Context: an optimization exercise on an open-source flow, tuned for small area and a short achievable clock period. The choices shown serve that exercise and are no tape-out recipe.
Function was not checked in any run shown here: the RTL went through the layout flow alone.
Power and IR drop assume default switching activity.

==> flow/design.v (outline; a module is shown in full before it is edited, if it fits) <==
// module mult_cell: 4 lines
// module mult_ha: 4 lines
// module mult_han: 4 lines
// module mult_inv: 3 lines
// module mult_nand2: 3 lines
// module mult_nor2: 3 lines
// module mult_aoi21: 3 lines
// module mult_oai21: 3 lines
// module mult_man: 2296 lines
module mult_man (
  input clk, input rstn, input data_rdy,
  input [16:0] mult1_signed, input [16:0] mult2_signed,
  output [31:0] res, output [33:0] res_signed, output res_rdy, output [32:0] res_final);
  // ...
==> flow/run.sh <==
#!/bin/bash
# synth_recipe.tcl (not shown) runs the flow's synth.tcl, then flattens the netlist and writes it again
# the make line also repeats each setting of config.mk as NAME=value (left out here)
make -C /OpenROAD-flow-scripts/flow DESIGN_CONFIG=/design/flow/config.mk WORK_HOME=/design/flow/orfs CLKGATE_MAP_FILE= SYNTH_SCRIPT=/design/flow/synth_recipe.tcl finish
==> flow/config.mk <==
export PLATFORM = sky130hd
export DESIGN_NAME = mult_man
export DESIGN_NICKNAME = mult_man
export VERILOG_FILES = /design/flow/design.v
export SDC_FILE = /design/flow/constraint.sdc
export NUM_CORES = 4
export LEC_CHECK = 0
export ABC_CLOCK_PERIOD_IN_PS = 2000
export CAP_MARGIN = 20
export CORE_MARGIN = 2
export CORE_UTILIZATION = 40
export SETUP_SLACK_MARGIN = 2.4
export SLEW_MARGIN = 20
export SYNTH_HIERARCHICAL = 1
==> flow/constraint.sdc <==
create_clock -name core_clock -period 4.5 [get_ports {clk}]
set_input_delay 0.9000 -clock core_clock [delete_from_list [all_inputs] [get_ports {clk}]]
set_output_delay 0.9000 -clock core_clock [all_outputs]
set_load 0.01 [all_outputs]
==> results.sh, run 1 <==
export IMPL_status="finished clean"
export IMPL_met1_usage_pct=25.0
export IMPL_dp_cells=2091
export IMPL_n_clock_buffer=38
export IMPL_ios=137
export IMPL_largest_class="multi-input combinational cells"
export IMPL_cp_num_cells=4
export IMPL_synth_simple_gate_area_share_pct=17.3
export IMPL_min_from="p1_n_0$_DFF_P_"
export IMPL_clk_pin_slew_ns=0.06
export IMPL_drc=0
export IMPL_cp_data_required_time_ns=4.93
export IMPL_reg2reg_from="p1_am_6$_DFF_P_"
export IMPL_finalHoldViolCount=0
export IMPL_design_area_um2=20000
export IMPL_worstMarginPinSlew_ns=0.806
export IMPL_synthCells=1532
export IMPL_criticalPathCategory="flop to flop"
export IMPL_row_count=70
export IMPL_holdPathEnd="p2_n_0$_DFF_P_"
export IMPL_syn_to_final_growth_pct=34.4
export IMPL_stdcell_count=2302
export IMPL_cts_root_buf="clkbuf_16"
export IMPL_multi_input_cells=1058
export IMPL_swShare_pct=39.0
export IMPL_clk_power_mw=2.41
export IMPL_ctsResizeCount=396
export IMPL_num_fill_cells=3187
export IMPL_placed_area_um2=16600
export IMPL_whs_ns=0.325
export IMPL_drt_iter0_markers=815
export IMPL_clock_sinks=260
export IMPL_seq_cell_share_pct=28.5
export IMPL_power_density_nw_per_um2=670
export IMPL_grt_pass1_vias=11100
export IMPL_wl_met2_mm=16.2
export IMPL_num_tap_cells=468
export IMPL_antennaDiodeCount=0
export IMPL_yosysMostFrequentCell="nand2_1"
export IMPL_cp_top_family="adder cells"
export IMPL_maxPowerGroup="combinational logic"
export IMPL_io_buffer_count=135
==> inputs of run 2 (changes only) <==
--- a/flow/config.mk
+++ b/flow/config.mk
@@ -12,3 +12,4 @@
 export SETUP_SLACK_MARGIN = 2.4
 export SLEW_MARGIN = 20
 export SYNTH_HIERARCHICAL = 1
+export TNS_END_PERCENT = 0
==> results.sh, run 2 <==
export IMPL_wl_per_cell_um=15.1
export IMPL_synth_top_flop_cell="dfxtp_1"
export IMPL_grt_ovfl_total=0
export IMPL_place_congestion=0.823
export IMPL_ys_warn_count=7
export IMPL_r2r_slack_ns=2.25
export IMPL_cts_tree="built"
export IMPL_cap_violations=0
export IMPL_final_util_pct=50.6
export IMPL_syn_to_final_growth_pct=24.6
export IMPL_dpl_hpwl_mm=23.1
export IMPL_synthCells=1532
export IMPL_yosysTopAreaCell="fa_1"
export IMPL_tns_ns=0
export IMPL_pre_cts_ws_ns=1.84
export IMPL_worstHoldPathCells=0
export IMPL_max_stage_delay_ns=0.52
export IMPL_largest_register_ffs=33
export IMPL_cts_buffers=30
export IMPL_design_area_um2=18600
export IMPL_ys_top_cells_by_area="fa_1 27%, dfxtp_1 26%, dfrtp_1 11%"
export IMPL_grt_pass1_vias=10600
export IMPL_initial_core_util_pct=40.6
export IMPL_clock_path_buffers=3
export IMPL_pwr_share_comb_pct=48.9
export IMPL_status="finished clean"
export IMPL_ctsHoldBuffers=0
export IMPL_insertion_delay_ns=0.58
export IMPL_rsz0062_at_grt="yes"
export IMPL_min_from="p1_n_0$_DFF_P_"
export IMPL_hold_class="flop to flop"
export IMPL_synthTopCellsByCount="402 x nand2_1, 198 x fa_1, 192 x dfxtp_1"
export IMPL_ys_ff_latch=260
export IMPL_slowest_stage="fa_1"
export IMPL_grt_max_degree=69
export IMPL_drt_first_pass_iters=6
export IMPL_antennaDiodeCount=0
export IMPL_holdPathEnd="p2_n_0$_DFF_P_"
export IMPL_timing_rr_end="p2_c14_3$_DFF_P_"
export IMPL_arrival_ns=2.69
export IMPL_fp_dieH_um=197
export IMPL_path_max_fanout=9
export IMPL_finalNetCount=1978
export IMPL_fmax_mhz=445
export IMPL_fin_crit_sh_pct=49.9
export IMPL_final_cell_mix="397 x nand2_1, 192 x fa_1, 167 x inv_1, 160 x nor2_1, 154 x dfxtp_1"
export IMPL_leakage_nw=8.19
export IMPL_synth_edff_count=0
export IMPL_crit_top_cell="fa_1"
export IMPL_p_total_mw=12.6
export IMPL_worstMarginPinSlew_ns=0.811
export IMPL_layout_commonest_cell="nand2_1"
export IMPL_reg2reg_from="p1_am_8$_DFF_P_"
export IMPL_via_per_inst=4.61
export IMPL_dieArea_um2=38900
export IMPL_cp_end_kind="flop"
export IMPL_yosysSeqAreaShare_pct=37.2
export IMPL_top_regs="rs_q x33, r_q x31"
export IMPL_cp_data_required_time_ns=4.95
export IMPL_placed_area_um2=16600
export IMPL_clock_skew_ns=0.0305
export IMPL_power_frac_seq_pct=31.6
export IMPL_irDropWorstVdd_v=0.000350
export IMPL_grt_pass1_wl_mm=54.8
export IMPL_clock_sinks=260
export IMPL_crit_path_start_kind="flop"
export IMPL_antenna_found_initial=1
export IMPL_io_buffer_count=135
export IMPL_relSlewSlack_pct=46.0
export IMPL_row_count=70
export IMPL_setup_ws_ns=2.25
export IMPL_top_register="rs_q"
export IMPL_cts_root_buf="clkbuf_16"
export IMPL_die_w_um=197
export IMPL_power_switching_mw=4.96
export IMPL_routed_wl_mm=33.7
export IMPL_swShare_pct=39.3
export IMPL_power_density_nw_per_um2=678
export IMPL_netlist_area_um2=14900
export IMPL_drt_iter0_markers=575
export IMPL_htree_levels=1
export IMPL_avgSynthCellArea_um2=9.74
export IMPL_synth_top_cell_area_share_pct=26.6
export IMPL_final_layout_size_suffix_gt1_share_pct=13.6
export IMPL_core_area_um2=36700
export IMPL_clk_pin_slew_ns=0.06
export IMPL_ios=137
export IMPL_grt_usage_pct=17.6
export IMPL_finalHoldViolCount=0
export IMPL_slew_viol_final=0
export IMPL_yosysMostFrequentCell="nand2_1"
export IMPL_drtAntennaViolNets=0
export IMPL_reg2reg_depth=5
export IMPL_fin_crit_ns=2.25
export IMPL_setup_viol=0
export IMPL_syn_nets=1779
export IMPL_ys_types=21
export IMPL_criticalPathCategory="flop to flop"
export IMPL_synthArstFlopShare_pct=26.2
export IMPL_dr_total_vias=10300
export IMPL_p_clk_share_pct=19.5
export IMPL_intPower_mw=7.65
export IMPL_drc=0
export IMPL_worstPathCellList="buf_6 > nand2_1 > fa_1 > fa_1 > fa_1"
## run 2: cell type report
| type | instances | area [um2] |
|---|---|---|
| fill | 3396 | 18100 |
| multi-input combinational | 1058 | 8570 |
| sequential | 260 | 5670 |
| timing repair buffer | 213 | 2090 |
| clock buffer | 38 | 843 |
| inverter | 168 | 631 |
| tap | 468 | 586 |
| clock inverter | 18 | 193 |
## run 2: critical path, delay by kind of cell (launching register included)
| family | cells | cell delay (ns) |
|---|---|---|
| AND/OR/NAND/NOR | 1 | 0.08 |
| buffers and inverters | 1 | 0.18 |
| flip-flops | 1 | 0.44 |
| adder cells (fa/ha/maj) | 3 | 1.41 |
## run 2: worst max path at each step
stage	startpoint	cells after the start	to	slack, ns
CTS	p1_am_3$_DFF_P_	5	p2_c7_1$_DFF_P_	2.27
detailed placement	mult1_signed[0]	8	p1_am_12$_DFF_P_	1.84
global placement	mult1_signed[0]	8	p1_am_9$_DFF_P_	1.87
floorplan	p3_h5_0$_DFF_P_	12	rs_q[18]$_DFF_PN0_	2.37
global route	p1_am_2$_DFF_P_	4	p2_c18_3$_DFF_P_	2.23
finish	p1_am_8$_DFF_P_	5	p2_c14_3$_DFF_P_	2.25
## run 2: kinds of logic (layout without fill, tap and decap cells)
family / after synthesis / count (layout) / synth area share [%]
AO/OA/AOI/OAI: 69 / 69 / 3.30
XOR/XNOR: 140 / 140 / 8.22
adder cells (fa/ha/maj): 210 / 210 / 27.6
buffers and inverters: 214 / 437 / 6.42
flip-flops: 260 / 260 / 37.2
other: 1 / 1 / 0.0251
AND/OR/NAND/NOR: 638 / 638 / 17.3
## run 2: power by group through the flow
stage | combinational [mW] | sequential (mW) | clock [mW]
floorplan | 4.35 | 3.97 | 0
global placement | 5.88 | 4.10 | 0
detailed placement | 6.02 | 4.13 | 0
CTS | 6.06 | 4.01 | 2.53
global route | 7.06 | 4.10 | 2.65
finish | 6.16 | 3.98 | 2.46
## run 2: metrics by stage
stage	hold slack, ns	instances
final	0.328	2223
after CTS	0.328	2203
after global routing	0.330	2223
after detailed placement	0.312	2091
after floorplan	0.310	1532
after global placement	0.315	2091
## run 2: what timing repair did
item                       CTS  global route
setup buffers               56            19
setup endpoints to repair  198           209
pin swaps                    4             2
gates resized for setup    139            39
## run 2: Yosys stat by module, one instance, submodules excluded
module      area, um2  flops+latches  cells inside
mult_aoi21       8.76              0             1
mult_cell        20.0              0             1
mult_han         20.0              0             3
mult_inv         3.75              0             1
mult_man         7820            260           590
mult_nand2       3.75              0             1
mult_nor2        3.75              0             1
mult_oai21       5.00              0             1
## run 2: routing by layer
layer	share of wire [%]	track usage, %	wire, um	vias up
li1	-	-	-	4921
met1	45	24.5	15200	4862
met2	43	27.4	14600	407
met3	9.0	4.29	3030	66
met4	2.5	5.29	832	0
met5	0	0	0	-
==> inputs of run 3 (changes only) <==
--- a/flow/config.mk
+++ b/flow/config.mk
@@ -9,7 +9,7 @@
 export CAP_MARGIN = 20
 export CORE_MARGIN = 2
 export CORE_UTILIZATION = 40
+export CTS_BUF_LIST = sky130_fd_sc_hd__clkbuf_4 sky130_fd_sc_hd__clkbuf_8
 export SETUP_SLACK_MARGIN = 2.4
 export SLEW_MARGIN = 20
 export SYNTH_HIERARCHICAL = 1
-export TNS_END_PERCENT = 0
==> results.sh, run 3 <==
export IMPL_status="finished clean"
export IMPL_finalNetCount=2068
export IMPL_synthCells=1532
export IMPL_grt_pass1_wl_mm=57.6
export IMPL_syn_nets=1779
export IMPL_dp_cells=2091
export IMPL_rsz0062_at_grt="yes"
export IMPL_grt_ovfl_total=0
export IMPL_clock_path_buffers=3
export IMPL_final_cell_mix="359 x nand2_1, 163 x inv_1, 150 x nor2_1, 141 x dfxtp_1, 104 x fa_1"
export IMPL_synthTopCellsByCount="402 x nand2_1, 198 x fa_1, 192 x dfxtp_1"
export IMPL_cts_tree="built"
export IMPL_power_density_nw_per_um2=668
export IMPL_dr_total_vias=10800
export IMPL_yosysMostFrequentCell="nand2_1"
export IMPL_irDropWorstVdd_v=0.000276
export IMPL_worstPathCellList="nand2_1 > fa_1 > fa_1 > fa_1"
export IMPL_antenna_found_initial=1
export IMPL_initial_core_util_pct=40.6
export IMPL_cts_root_buf="clkbuf_8"
export IMPL_final_layout_size_suffix_gt1_share_pct=32.7
export IMPL_tns_ns=0
export IMPL_stdcell_count=2324
export IMPL_syn_to_final_growth_pct=33.5
export IMPL_clock_sinks=260
export IMPL_layout_commonest_cell="nand2_1"
export IMPL_top_register="rs_q"
export IMPL_cts_buffers=43
export IMPL_crit_top_cell="fa_1"
export IMPL_worstMarginPinSlew_ns=0.803
export IMPL_die_w_um=197
export IMPL_fin_crit_sh_pct=53.2
export IMPL_final_seq_area_um2=5700
export IMPL_synth_top_flop_cell="dfxtp_1"
export IMPL_insertion_delay_ns=0.56
export IMPL_drc=0
export IMPL_arrival_ns=2.80
export IMPL_synthArstFlopShare_pct=26.2
export IMPL_crit_path_start_kind="flop"
export IMPL_synth_top_cell_area_share_pct=26.6
export IMPL_core_area_um2=36700
export IMPL_setup_viol=0
export IMPL_largest_register_ffs=33
export IMPL_criticalPathCategory="flop to flop"
export IMPL_wl_met3_mm=3.57
export IMPL_top_regs="rs_q x33, r_q x31"
export IMPL_drt_first_pass_iters=8
export IMPL_place_congestion=0.840
export IMPL_drt_iter0_markers=778
export IMPL_cp_top_family="adder cells"
export IMPL_fin_crit_ns=2.40
export IMPL_clk_pin_slew_ns=0.06
export IMPL_cp_data_required_time_ns=4.90
export IMPL_yosysSeqAreaShare_pct=37.2
export IMPL_dpl_hpwl_mm=23.0
export IMPL_row_count=70
export IMPL_dieArea_um2=38900
export IMPL_routed_wl_mm=37.3
export IMPL_netlist_area_um2=14900
export IMPL_ys_top_cells_by_area="fa_1 27%, dfxtp_1 26%, dfrtp_1 11%"
export IMPL_wl_met2_mm=16.8
export IMPL_top_layer="met4"
export IMPL_leakage_nw=8.70
export IMPL_finalHoldViolCount=0
export IMPL_met1Wirelength_mm=15.5
export IMPL_htree_levels=2
export IMPL_ys_ff_latch=260
export IMPL_drtAntennaViolNets=0
export IMPL_cap_violations=0
export IMPL_via_per_inst=4.64
export IMPL_slew_viol_final=0
export IMPL_max_stage_delay_ns=0.63
export IMPL_fp_dieH_um=197
export IMPL_fmax_mhz=417
export IMPL_ios=137
export IMPL_clock_skew_ns=0.0263
export IMPL_cp_buffers_inverters=0
export IMPL_avgSynthCellArea_um2=9.74
export IMPL_grt_pass1_vias=11200
export IMPL_ys_warn_count=7
export IMPL_grt_max_degree=69
export IMPL_cp_end_kind="flop"
export IMPL_ys_types=21
export IMPL_slowest_stage="fa_1"
export IMPL_p_total_mw=13.3
export IMPL_grt_usage_pct=18.8
export IMPL_yosysTopAreaCell="fa_1"
export IMPL_multi_input_comb_area_um2=9190
export IMPL_path_max_fanout=9
export IMPL_hold_class="flop to flop"
export IMPL_synth_edff_count=0
export IMPL_relSlewSlack_pct=46.5
export IMPL_num_fill_cells=3217
export IMPL_wl_per_cell_um=16.1
export IMPL_io_buffer_count=135
## run 3: through the flow
step / utilization (%) / cell area (um2) / hold WS [ns] / setup slack (ns)
2_1_floorplan: - / 15000 / 0.310 / 2.37
3_3_place_gp: 45.3 / 16600 / 0.315 / 1.88
3_5_place_dp: 45.3 / 16600 / 0.312 / 1.85
4_1_cts: 51.8 / 19000 / 0.331 / 2.29
5_1_grt: 54.3 / 19900 / 0.338 / 2.14
6_report: 54.3 / 19900 / 0.327 / 2.10
## run 3: cell families (layout without fill, tap and decap cells)
kind of cell	after synthesis	count (layout)	synth area share, %
other cells	1	2	0.0251
buf+inv	214	537	6.42
simple gates	638	638	17.3
flops	260	260	37.2
xor+xnor	140	140	8.22
fa+ha+maj	210	210	27.6
compound gates	69	69	3.30
## run 3: cell type report
type	instances	area share [%]
Antenna cell	1	0.0126
Timing Repair Buffer	290	13.9
Clock inverter	8	0.609
Inverter	168	3.17
Multi-Input combinational cell	1058	46.1
Sequential cell	260	28.6
Tap cell	468	2.94
Clock buffer	71	4.56
## run 3: power by group
group,internal (mW),switching [mW]
clock network,1.45,0.933
registers,3.29,0.699
logic,3.35,3.58
## run 3: final timing paths
path / start / to / slack, ns / cells past startpoint
setup / recovery: p1_bm_5$_DFF_P_ / p2_c18_3$_DFF_P_ / 2.10 / 4
hold / removal: p1_n_0$_DFF_P_ / p2_n_0$_DFF_P_ / 0.33 / 0
setup reg to reg: p1_bm_5$_DFF_P_ / p2_c18_3$_DFF_P_ / 2.10 / 4
hold reg to reg: p1_n_0$_DFF_P_ / p2_n_0$_DFF_P_ / 0.33 / 0
max in group asynchronous: rstn / v3$_DFF_PN0_ / 3.40 / 2
min in group asynchronous: rstn / rs_q[7]$_DFF_PN0_ / 0.53 / 2
## run 3: worst reg2reg max path: stages (launching register included)
cell and delay (ns):
dfxtp_4 0.45, nand2_1 0.14, fa_1 0.63, fa_1 0.50
fa_1 0.52
## run 3: what timing repair did
| item | CTS | global route |
|---|---|---|
| setup endpoints to repair | 194 | 125 |
| pin swaps | 28 | 98 |
| gates resized for setup | 440 | 226 |
| buffers inserted | 114 | 38 |
| gates cloned | 0 | 1 |
| hold buffers | 0 | 0 |
## run 3: metal layers
metal / vias up / GRT usage [%]
li1: 5100 / -
met1: 4974 / 25.4
met2: 569 / 29.3
met3: 132 / 4.30
met4: 0 / 7.52
met5: - / 0
## run 3: per-module statistics from Yosys, one instance, submodules excluded, excerpt
| module | times used | area (um2) | cells inside |
|---|---|---|---|
| mult_man | 1 | 7820 | 590 |
| mult_cell | 198 | 20.0 | 1 |
| mult_aoi21 | 39 | 8.76 | 1 |
| mult_inv | 143 | 3.75 | 1 |
| mult_nand2 | 365 | 3.75 | 1 |
| mult_nor2 | 131 | 3.75 | 1 |
==> inputs of run 4 (changes only) <==
--- a/flow/config.mk
+++ b/flow/config.mk
@@ -9,7 +9,7 @@
 export CAP_MARGIN = 20
 export CORE_MARGIN = 2
 export CORE_UTILIZATION = 40
-export CTS_BUF_LIST = sky130_fd_sc_hd__clkbuf_4 sky130_fd_sc_hd__clkbuf_8
-export SETUP_SLACK_MARGIN = 2.4
+export SETUP_SLACK_MARGIN = 2.3
 export SLEW_MARGIN = 20
 export SYNTH_HIERARCHICAL = 1
+export TNS_END_PERCENT = 10
==> results.sh, run 4 <==
export IMPL_reg2reg_from="p1_bm_8$_DFF_P_"
export IMPL_synth_edff_count=0
export IMPL_irDropWorstVdd_v=0.000288
export IMPL_arrival_ns=1.45
export IMPL_dr_total_vias=10000
export IMPL_layout_commonest_cell="nand2_1"
export IMPL_antenna_found_initial=0
export IMPL_slew_viol_final=0
export IMPL_cp_buffers_inverters=1
export IMPL_synthArstFlopShare_pct=26.2
export IMPL_yosysSeqAreaShare_pct=37.2
export IMPL_power_switching_mw=4.91
export IMPL_row_count=70
export IMPL_syn_to_final_growth_pct=22.2
export IMPL_fp_dieH_um=197
export IMPL_worstHoldPathCells=0
export IMPL_place_congestion=0.868
export IMPL_tns_ns=0
export IMPL_cts_buffers=27
export IMPL_worstPathCellList="clkdlybuf4s50_1"
export IMPL_die_w_um=197
export IMPL_criticalPathCategory="flop to output pin"
export IMPL_max_stage_delay_ns=0.55
export IMPL_insertion_delay_ns=0.55
export IMPL_top_register="rs_q"
export IMPL_synthCells=1532
export IMPL_pre_cts_ws_ns=1.73
export IMPL_clock_path_buffers=3
export IMPL_antennaDiodeCount=0
export IMPL_via_per_inst=4.61
export IMPL_io_buffer_count=135
export IMPL_fin_crit_ns=2.35
export IMPL_grt_max_degree=37
export IMPL_cp_top_family="buffers and inverters"
export IMPL_crit_path_start_kind="flop"
export IMPL_relSlewSlack_pct=50.4
export IMPL_routed_wl_mm=32.8
export IMPL_grt_pass1_wl_mm=54.0
export IMPL_cts_root_buf="clkbuf_16"
export IMPL_synth_top_cell_area_share_pct=26.6
export IMPL_reg2reg_depth=5
export IMPL_slowest_stage="clkdlybuf4s50_1"
export IMPL_timing_rr_end="p2_c10_2$_DFF_P_"
export IMPL_synth_top_flop_cell="dfxtp_1"
export IMPL_ys_types=21
export IMPL_holdPathEnd="p3_h3_0$_DFF_P_"
export IMPL_drtAntennaViolNets=0
export IMPL_status="finished clean"
export IMPL_largest_register_ffs=33
export IMPL_grt_ovfl_total=0
export IMPL_setup_ws_ns=2.15
export IMPL_ys_warn_count=7
export IMPL_worstMarginPinSlew_ns=0.744
export IMPL_grt_usage_pct=17.5
export IMPL_final_layout_size_suffix_gt1_share_pct=12.3
export IMPL_drt_iter0_markers=611
export IMPL_pwr_share_comb_pct=50.4
export IMPL_fin_crit_sh_pct=52.3
export IMPL_p_clk_share_pct=17.1
export IMPL_min_from="p2_c3_0$_DFF_P_"
export IMPL_dp_cells=2091
export IMPL_htree_levels=1
export IMPL_drt_first_pass_iters=5
export IMPL_power_frac_seq_pct=32.6
export IMPL_swShare_pct=39.0
export IMPL_ctsHoldBuffers=0
export IMPL_clock_skew_ns=0.0166
export IMPL_dpl_hpwl_mm=23.4
export IMPL_hold_class="flop to flop"
export IMPL_wl_per_cell_um=15.1
export IMPL_yosysTopAreaCell="fa_1"
export IMPL_finalHoldViolCount=0
export IMPL_cp_num_cells=1
export IMPL_stdcell_count=2178
export IMPL_path_max_fanout=2
export IMPL_synthTopCellsByCount="402 x nand2_1, 198 x fa_1, 192 x dfxtp_1"
export IMPL_r2r_slack_ns=2.26
export IMPL_clock_sinks=260
export IMPL_syn_nets=1779
export IMPL_final_cell_mix="397 x nand2_1, 197 x fa_1, 167 x inv_1, 161 x nor2_1, 144 x dfxtp_1"
export IMPL_leakage_nw=7.76
export IMPL_dieArea_um2=38900
export IMPL_setup_viol=0
export IMPL_avgSynthCellArea_um2=9.74
export IMPL_ios=137
export IMPL_core_area_um2=36700
export IMPL_power_density_nw_per_um2=691
export IMPL_ys_top_cells_by_area="fa_1 27%, dfxtp_1 26%, dfrtp_1 11%"
export IMPL_cap_violations=0
export IMPL_grt_pass1_vias=10300
export IMPL_clk_pin_slew_ns=0.06
export IMPL_rsz0062_at_grt="yes"
export IMPL_fmax_mhz=425
export IMPL_netlist_area_um2=14900
export IMPL_cp_data_required_time_ns=3.60
export IMPL_ys_ff_latch=260
export IMPL_cts_tree="built"
export IMPL_top_regs="rs_q x33, r_q x31"
export IMPL_initial_core_util_pct=40.6
export IMPL_cp_end_kind="output pin"
export IMPL_intPower_mw=7.68
export IMPL_placed_area_um2=16600
export IMPL_drc=0
export IMPL_finalNetCount=1938
export IMPL_design_area_um2=18200
export IMPL_yosysMostFrequentCell="nand2_1"
-- run 4: cell counts after synthesis --
No cell type changed its count.
-- run 4: repair_timing --
item	4_1_cts	5_1_grt
buffers inserted	27	11
resized for setup	76	59
gates cloned	0	1
endpoints found under the setup margin	194	163
pin swaps	4	18
-- run 4: layout make-up --
| type | instances | area (um2) |
|---|---|---|
| fillers | 3365 | 18500 |
| multi-input cells | 1058 | 8640 |
| flip-flops and latches | 260 | 5690 |
| repair buffers | 176 | 1800 |
| clock buffers | 37 | 805 |
| inverters | 168 | 631 |
| well taps | 468 | 586 |
| clock inverters | 11 | 73.8 |
-- run 4: routing by layer --
layer	GRT usage (%)	up-vias	share of wire, %
li1	-	4827	-
met1	23.9	4687	45
met2	27.0	445	43
met3	4.54	73	9.4
met4	5.90	0	2.5
met5	0	-	0
-- run 4: power groups by stage --
| stage | sequential (mW) | combinational (mW) | clock [mW] |
|---|---|---|---|
| after floorplan | 3.96 | 4.34 | 0 |
| after global placement | 4.10 | 5.83 | 0 |
| after detailed placement | 4.12 | 5.97 | 0 |
| after CTS | 4.06 | 6.15 | 2.22 |
| after global routing | 4.23 | 7.23 | 2.32 |
| final | 4.10 | 6.34 | 2.15 |
-- run 4: worst max path at each step --
stage | from | to | slack, ns
final | r_q[7]$_DFF_PN0_ | res[7] | 2.15
after global routing | r_q[2]$_DFF_PN0_ | res_final[2] | 2.09
after CTS | r_q[4]$_DFF_PN0_ | res_final[4] | 2.07
after detailed placement | p3_h1_0$_DFF_P_ | rs_q[19]$_DFF_PN0_ | 1.73
after global placement | p3_h1_0$_DFF_P_ | rs_q[19]$_DFF_PN0_ | 1.78
after floorplan | p1_am_0$_DFF_P_ | p2_c14_3$_DFF_P_ | 2.26
-- run 4: metrics by stage --
stage | power, mW | util [%] | hold slack, ns
finish | 12.6 | 49.7 | 0.327
floorplan | 8.30 | - | 0.310
global placement | 9.93 | 45.1 | 0.312
global route | 13.8 | 49.7 | 0.329
detailed placement | 10.1 | 45.1 | 0.314
CTS | 12.4 | 48.8 | 0.329
-- run 4: modules after synthesis, one instance, submodules excluded --
module	flops+latches	cells inside	cell area, um2	copies in the design
mult_man	260	590	7820	1
mult_cell	0	1	20.0	198
mult_han	0	3	20.0	12
mult_aoi21	0	1	8.76	39
mult_oai21	0	1	5.00	30
mult_inv	0	1	3.75	143
mult_nand2	0	1	3.75	365
mult_nor2	0	1	3.75	131
-- run 4: kinds of logic after synthesis --
group,after synthesis,share of synthesized area (%)
flip-flops,260,37.2
AO/OA/AOI/OAI,69,3.30
other,1,0.0251
buffers and inverters,214,6.42
XOR/XNOR,140,8.22
AND/OR/NAND/NOR,638,17.3
adder cells (fa/ha/maj),210,27.6

afterwards: timing with drivers on the ports:
Ports are ideal in the flow. The routed layouts listed here were re-timed in OpenROAD.
Step 1 (the two cells are an assumption about what drives the block):
set clk [get_ports {clk}]
set_driving_cell -lib_cell sky130_fd_sc_hd__clkbuf_16 $clk
set_driving_cell -lib_cell sky130_fd_sc_hd__buf_2 [delete_from_list [all_inputs] $clk]
Step 2 moves the port delays by t, midway between the first and last clock arrival at a register: inputs arrive t later, outputs are due t later. That takes back most of the time a late clock gives input paths.
Three values: ideal, step 1, step 2; two values: the first two.
| run | t, ns | slack for setup (ns) | worst setup path at the end |
|---|---|---|---|
| run 1 | 0.606 | 2.235 / 2.235 / 2.035 | input to register |
| run 2 | 0.609 | 2.254 / 2.254 / 1.956 | input to register |
| run 3 | 0.592 | 2.105 / 2.105 / 2.048 | input to register |
| run 4 | 0.586 | 2.147 / 2.100 / 1.835 | input to register |
After both steps every run listed still meets setup and hold. For run 4, which loses most, drivers alone change the setup slack by -0.047 ns; drivers and shift together by -0.312 ns.
